What follows belongs to an exercise in optimizing a design on an open flow for small area, a short achievable clock period and few clock cycles; a production flow would make more cautious choices. Power figures rest on the tool's default switching activity, not on a simulated workload.

quartz:
==> flow/design.v (excerpt) <==
module bch_encoder(rst, clk, msg, bch_dataout, done);
    input rst;
    input clk;
    input [190:0] msg;
    output reg [254:0] bch_dataout;
    output reg done;
    wire x191 = msg[121] ~^ msg[147];
    wire x192 = msg[51] ~^ msg[75];
    wire x193 = msg[30] ~^ msg[33];
    wire x194 = msg[52] ~^ msg[179];
    wire x195 = msg[80] ~^ msg[122];
    wire x196 = msg[74] ~^ msg[177];
    wire x197 = msg[73] ~^ msg[176];
    wire x198 = msg[2] ~^ msg[174];
    wire x199 = msg[63] ~^ msg[98];
    wire x200 = msg[0] ~^ msg[175];
    wire x201 = msg[107] ~^ msg[136];
    wire x202 = msg[32] ~^ msg[137];
    wire x203 = msg[22] ~^ msg[44];
    wire x204 = msg[76] ~^ msg[139];
    wire x205 = msg[78] ~^ msg[84];
    wire x206 = msg[9] ~^ msg[25];
    wire x207 = msg[10] ~^ msg[26];
    wire x208 = msg[48] ~^ msg[165];
    wire x209 = msg[178] ~^ msg[190];
    wire x210 = msg[138] ~^ msg[185];
    wire x211 = msg[5] ~^ msg[85];
    wire x212 = msg[123] ~^ msg[128];
    wire x213 = msg[1] ~^ msg[135];
    wire x214 = msg[6] ~^ msg[86];
    wire x215 = msg[8] ~^ msg[166];
    wire x216 = msg[61] ~^ msg[96];
    wire x217 = msg[7] ~^ msg[88];
    wire x218 = msg[24] ~^ msg[116];
    wire x219 = msg[62] ~^ msg[97];
    wire x220 = msg[124] ~^ msg[129];
    wire x221 = msg[11] ~^ msg[115];
    wire x222 = msg[157] ~^ msg[164];
    wire x223 = msg[27] ~^ msg[172];
    wire x224 = msg[106] ~^ msg[183];
    wire x225 = msg[53] ~^ msg[146];
    wire x226 = msg[23] ~^ msg[45];
    wire x227 = msg[4] ~^ msg[156];
    wire x228 = msg[89] ~^ msg[169];
    wire x229 = msg[108] ~^ msg[114];
    wire x230 = msg[28] ~^ msg[173];
    wire x231 = msg[134] ~^ msg[184];
    wire x232 = msg[14] ~^ msg[90];
  ...
For scale: about 28000 um^2 of cells after synthesis.
Settings: LEC_CHECK=0, CAP_MARGIN=20, CORE_MARGIN=2, CORE_UTILIZATION=35, PLACE_DENSITY=0.75, SETUP_SLACK_MARGIN=2.5, SLEW_MARGIN=20; clock period 6.0 ns.
standard.sh (not shown) runs the stock make flow with config.mk's settings and CLKGATE_MAP_FILE= SYNTH_SCRIPT=/design/flow/synth_recipe.tcl, a recipe that flattens the netlist after the stock synthesis.
==> flow/flow/run.sh <==
#!/bin/bash
# Standard ORFS layout with these changes:
#  - synthesis maps the XOR network cell for cell (flow/synth_xor.tcl and
#    flow/xormap.v, through a copy of ORFS's scripts whose synth.tcl calls
#    techmap in place of abc);
#  - the 3-input XOR/XNOR cells are added to the don't-use list;
#  - ports are buffered with buf_2 instead of the resizer's default pick.
# Each make run logs to its own file here; ORFS's own logs are under orfs/logs.
set -euo pipefail
here=$(pwd)
DU="sky130_fd_sc_hd__probe_p_8 sky130_fd_sc_hd__probec_p_8 sky130_fd_sc_hd__lpflow_bleeder_1 sky130_fd_sc_hd__lpflow_clkbufkapwr_1 sky130_fd_sc_hd__lpflow_clkbufkapwr_16 sky130_fd_sc_hd__lpflow_clkbufkapwr_2 sky130_fd_sc_hd__lpflow_clkbufkapwr_4 sky130_fd_sc_hd__lpflow_clkbufkapwr_8 sky130_fd_sc_hd__lpflow_clkinvkapwr_1 sky130_fd_sc_hd__lpflow_clkinvkapwr_16 sky130_fd_sc_hd__lpflow_clkinvkapwr_2 sky130_fd_sc_hd__lpflow_clkinvkapwr_4 sky130_fd_sc_hd__lpflow_clkinvkapwr_8 sky130_fd_sc_hd__lpflow_decapkapwr_12 sky130_fd_sc_hd__lpflow_decapkapwr_3 sky130_fd_sc_hd__lpflow_decapkapwr_4 sky130_fd_sc_hd__lpflow_decapkapwr_6 sky130_fd_sc_hd__lpflow_decapkapwr_8 sky130_fd_sc_hd__lpflow_inputiso0n_1 sky130_fd_sc_hd__lpflow_inputiso0p_1 sky130_fd_sc_hd__lpflow_inputiso1n_1 sky130_fd_sc_hd__lpflow_inputiso1p_1 sky130_fd_sc_hd__lpflow_inputisolatch_1 sky130_fd_sc_hd__lpflow_isobufsrc_1 sky130_fd_sc_hd__lpflow_isobufsrc_16 sky130_fd_sc_hd__lpflow_isobufsrc_2 sky130_fd_sc_hd__lpflow_isobufsrc_4 sky130_fd_sc_hd__lpflow_isobufsrc_8 sky130_fd_sc_hd__lpflow_isobufsrckapwr_16 sky130_fd_sc_hd__lpflow_lsbuf_lh_hl_isowell_tap_1 sky130_fd_sc_hd__lpflow_lsbuf_lh_hl_isowell_tap_2 sky130_fd_sc_hd__lpflow_lsbuf_lh_hl_isowell_tap_4 sky130_fd_sc_hd__lpflow_lsbuf_lh_isowell_4 sky130_fd_sc_hd__lpflow_lsbuf_lh_isowell_tap_1 sky130_fd_sc_hd__lpflow_lsbuf_lh_isowell_tap_2 sky130_fd_sc_hd__lpflow_lsbuf_lh_isowell_tap_4 sky130_fd_sc_hd__fill_1 sky130_fd_sc_hd__fill_2 sky130_fd_sc_hd__fill_4 sky130_fd_sc_hd__fill_8 "
DU="$DU sky130_fd_sc_hd__xor3_1 sky130_fd_sc_hd__xor3_2 sky130_fd_sc_hd__xor3_4"
DU="$DU sky130_fd_sc_hd__xnor3_1 sky130_fd_sc_hd__xnor3_2 sky130_fd_sc_hd__xnor3_4"
BP=sky130_fd_sc_hd__buf_2
rm -rf scripts_xor; cp -r "$FLOW_HOME/scripts" scripts_xor
sed -i 's|^  log_cmd abc {\*}$abc_args|  techmap -map '"$here"'/flow/xormap.v|' scripts_xor/synth.tcl
grep -q "flow/xormap.v" scripts_xor/synth.tcl
bash standard.sh "DONT_USE_CELLS=$DU" "BUFFER_PORTS_ARGS=-buffer_cell $BP" \
  "SCRIPTS_DIR=$here/scripts_xor" "SYNTH_SCRIPT=$here/flow/synth_xor.tcl" synth > make_synth.log 2>&1
bash standard.sh "DONT_USE_CELLS=$DU" "BUFFER_PORTS_ARGS=-buffer_cell $BP" finish > make_finish.log 2>&1
Other scripts of this flow, unchanged in this note and not shown: flow/flow/synth_xor.tcl, flow/flow/xormap.v
quartz: all stages complete, timing, DRC and antenna checks passed
--- input diff quartz..yarrow ---
Settings: PLACE_DENSITY removed (was 0.75); SETUP_SLACK_MARGIN changed from 2.5 to 3.5.
Results
quartz: flow completed, timing, DRC and antenna clean
The flow did not stop early for yarrow: all stages ran, and the layout cleared the timing, DRC and antenna checks.
Worst-path cell with the longest stage delay = xnor2_2: yarrow; worst-path cell with the longest stage delay = xnor2_1: quartz
quartz → yarrow: flop-to-flop setup slack went up; met1 layer usage reported by global route went up.
Compared with quartz, in yarrow arrival time of the worst setup path went down; length of the first detailed-routing pass in iterations went up; number of flip-flops and latches did not really move.
Edits applied to the flow inputs when going from yarrow to willow:
Settings: a change of SETUP_SLACK_MARGIN from 3.5 to 2.5.
Findings:
[willow vs yarrow] final non-filler cell total: lower in willow. From yarrow to willow the numbers moved as follows: sequential share of layout area higher; maximum clock rate went down 21%. Across willow and yarrow, the outcome is the same: a clean finish for every run. willow ended with less leakage power summed over all cells than yarrow. [compare] base=yarrow new=willow: final cell area excluding filler cells dropped 29000 um^2; maximum VDD drop dropped about 7%. On willow: HPWL after detailed placement is 3.2 mm higher than what yarrow gave.
Input-level comparison between zinc and willow:
--- a/flow/flow/run.sh
+++ b/flow/flow/run.sh
@@ -6,3 +6,5 @@
 #  - the 3-input XOR/XNOR cells are added to the don't-use list;
-#  - ports are buffered with buf_2 instead of the resizer's default pick.
+#  - every input port is buffered with buf_4 and every output port with
+#    buf_1 (global_place.tcl's one buffer_ports call becomes two), instead of
+#    the resizer's default pick for both.
 # Each make run logs to its own file here; ORFS's own logs are under orfs/logs.
@@ -13,3 +15,4 @@
 DU="$DU sky130_fd_sc_hd__xnor3_1 sky130_fd_sc_hd__xnor3_2 sky130_fd_sc_hd__xnor3_4"
-BP=sky130_fd_sc_hd__buf_2
+IBUF=${IBUF:-sky130_fd_sc_hd__buf_4}
+OBUF=${OBUF:-sky130_fd_sc_hd__buf_1}
 rm -rf scripts_xor; cp -r "$FLOW_HOME/scripts" scripts_xor
@@ -17,4 +20,6 @@
 grep -q "flow/xormap.v" scripts_xor/synth.tcl
-bash standard.sh "DONT_USE_CELLS=$DU" "BUFFER_PORTS_ARGS=-buffer_cell $BP" \
-  "SCRIPTS_DIR=$here/scripts_xor" "SYNTH_SCRIPT=$here/flow/synth_xor.tcl" synth > make_synth.log 2>&1
-bash standard.sh "DONT_USE_CELLS=$DU" "BUFFER_PORTS_ARGS=-buffer_cell $BP" finish > make_finish.log 2>&1
+sed -i 's|^    buffer_ports {\*}\[env_var_or_empty BUFFER_PORTS_ARGS\]|    buffer_ports -inputs -buffer_cell '"$IBUF"'; buffer_ports -outputs -buffer_cell '"$OBUF"'|' scripts_xor/global_place.tcl
+grep -q "buffer_ports -inputs" scripts_xor/global_place.tcl
+bash standard.sh "DONT_USE_CELLS=$DU" "SCRIPTS_DIR=$here/scripts_xor" \
+  "SYNTH_SCRIPT=$here/flow/synth_xor.tcl" synth > make_synth.log 2>&1
+bash standard.sh "DONT_USE_CELLS=$DU" "SCRIPTS_DIR=$here/scripts_xor" finish > make_finish.log 2>&1
Findings:
- Diff willow -> zinc | combined buffer and inverter count along the critical path | increase of 1
- Post-route total power is higher on willow
- Going from willow to zinc, worst hold slack essentially unchanged, post-layout worst setup margin decreased 0.055 ns.
- Looking at power density of the placed cells across willow and zinc, the one that comes out higher is zinc.
- Final wirelength went down slightly going from willow to zinc.
- Switching fraction of total power up 0.25 points in zinc wrt willow
- Looking at cell count across willow and zinc, the one that comes out higher is willow.
- Compare willow and zinc | global routing usage summed across all routing layers lower: zinc
- When the final numbers for willow and zinc were put side by side, the number of antenna violations at the first check in global routing turned out to be smaller in willow.
No functional check of the RTL was part of any run of this note.

static timing again, ports no longer ideal:
How much do the figures lean on ideal ports? The routed layouts below were timed once more, with nothing changed but the port constraints.
Step 1 (the two cells are an assumption about what drives the block):
set clk [get_ports {clk}]
set_driving_cell -lib_cell sky130_fd_sc_hd__clkbuf_16 $clk
set_driving_cell -lib_cell sky130_fd_sc_hd__buf_2 [delete_from_list [all_inputs] $clk]
Step 2 moves the port delays by t, midway between the first and last clock arrival at a register: inputs arrive t later, outputs are due t later. That takes back most of the time a late clock gives input paths.
Three values: ideal, step 1, step 2; two values: the first two.
run	t, ns	setup slack, ns	hold WS [ns]	cell pins on the clock port's net
quartz	0.696	2.188 / 2.234 / 1.539	0.699 / 0.647 / 0.915	1
yarrow	0.742	3.025 / 3.048 / 2.306	0.657 / 0.605 / 0.956	1
willow	0.680	2.238 / 2.296 / 1.615	0.736 / 0.682 / 0.922	1
zinc	0.681	2.183 / 2.236 / 1.555	0.738 / 0.697 / 0.926	1
After both steps setup and hold are still met in every run listed. For yarrow, which loses most, drivers alone change the setup slack by +0.023 ns; drivers and shift together by -0.719 ns.
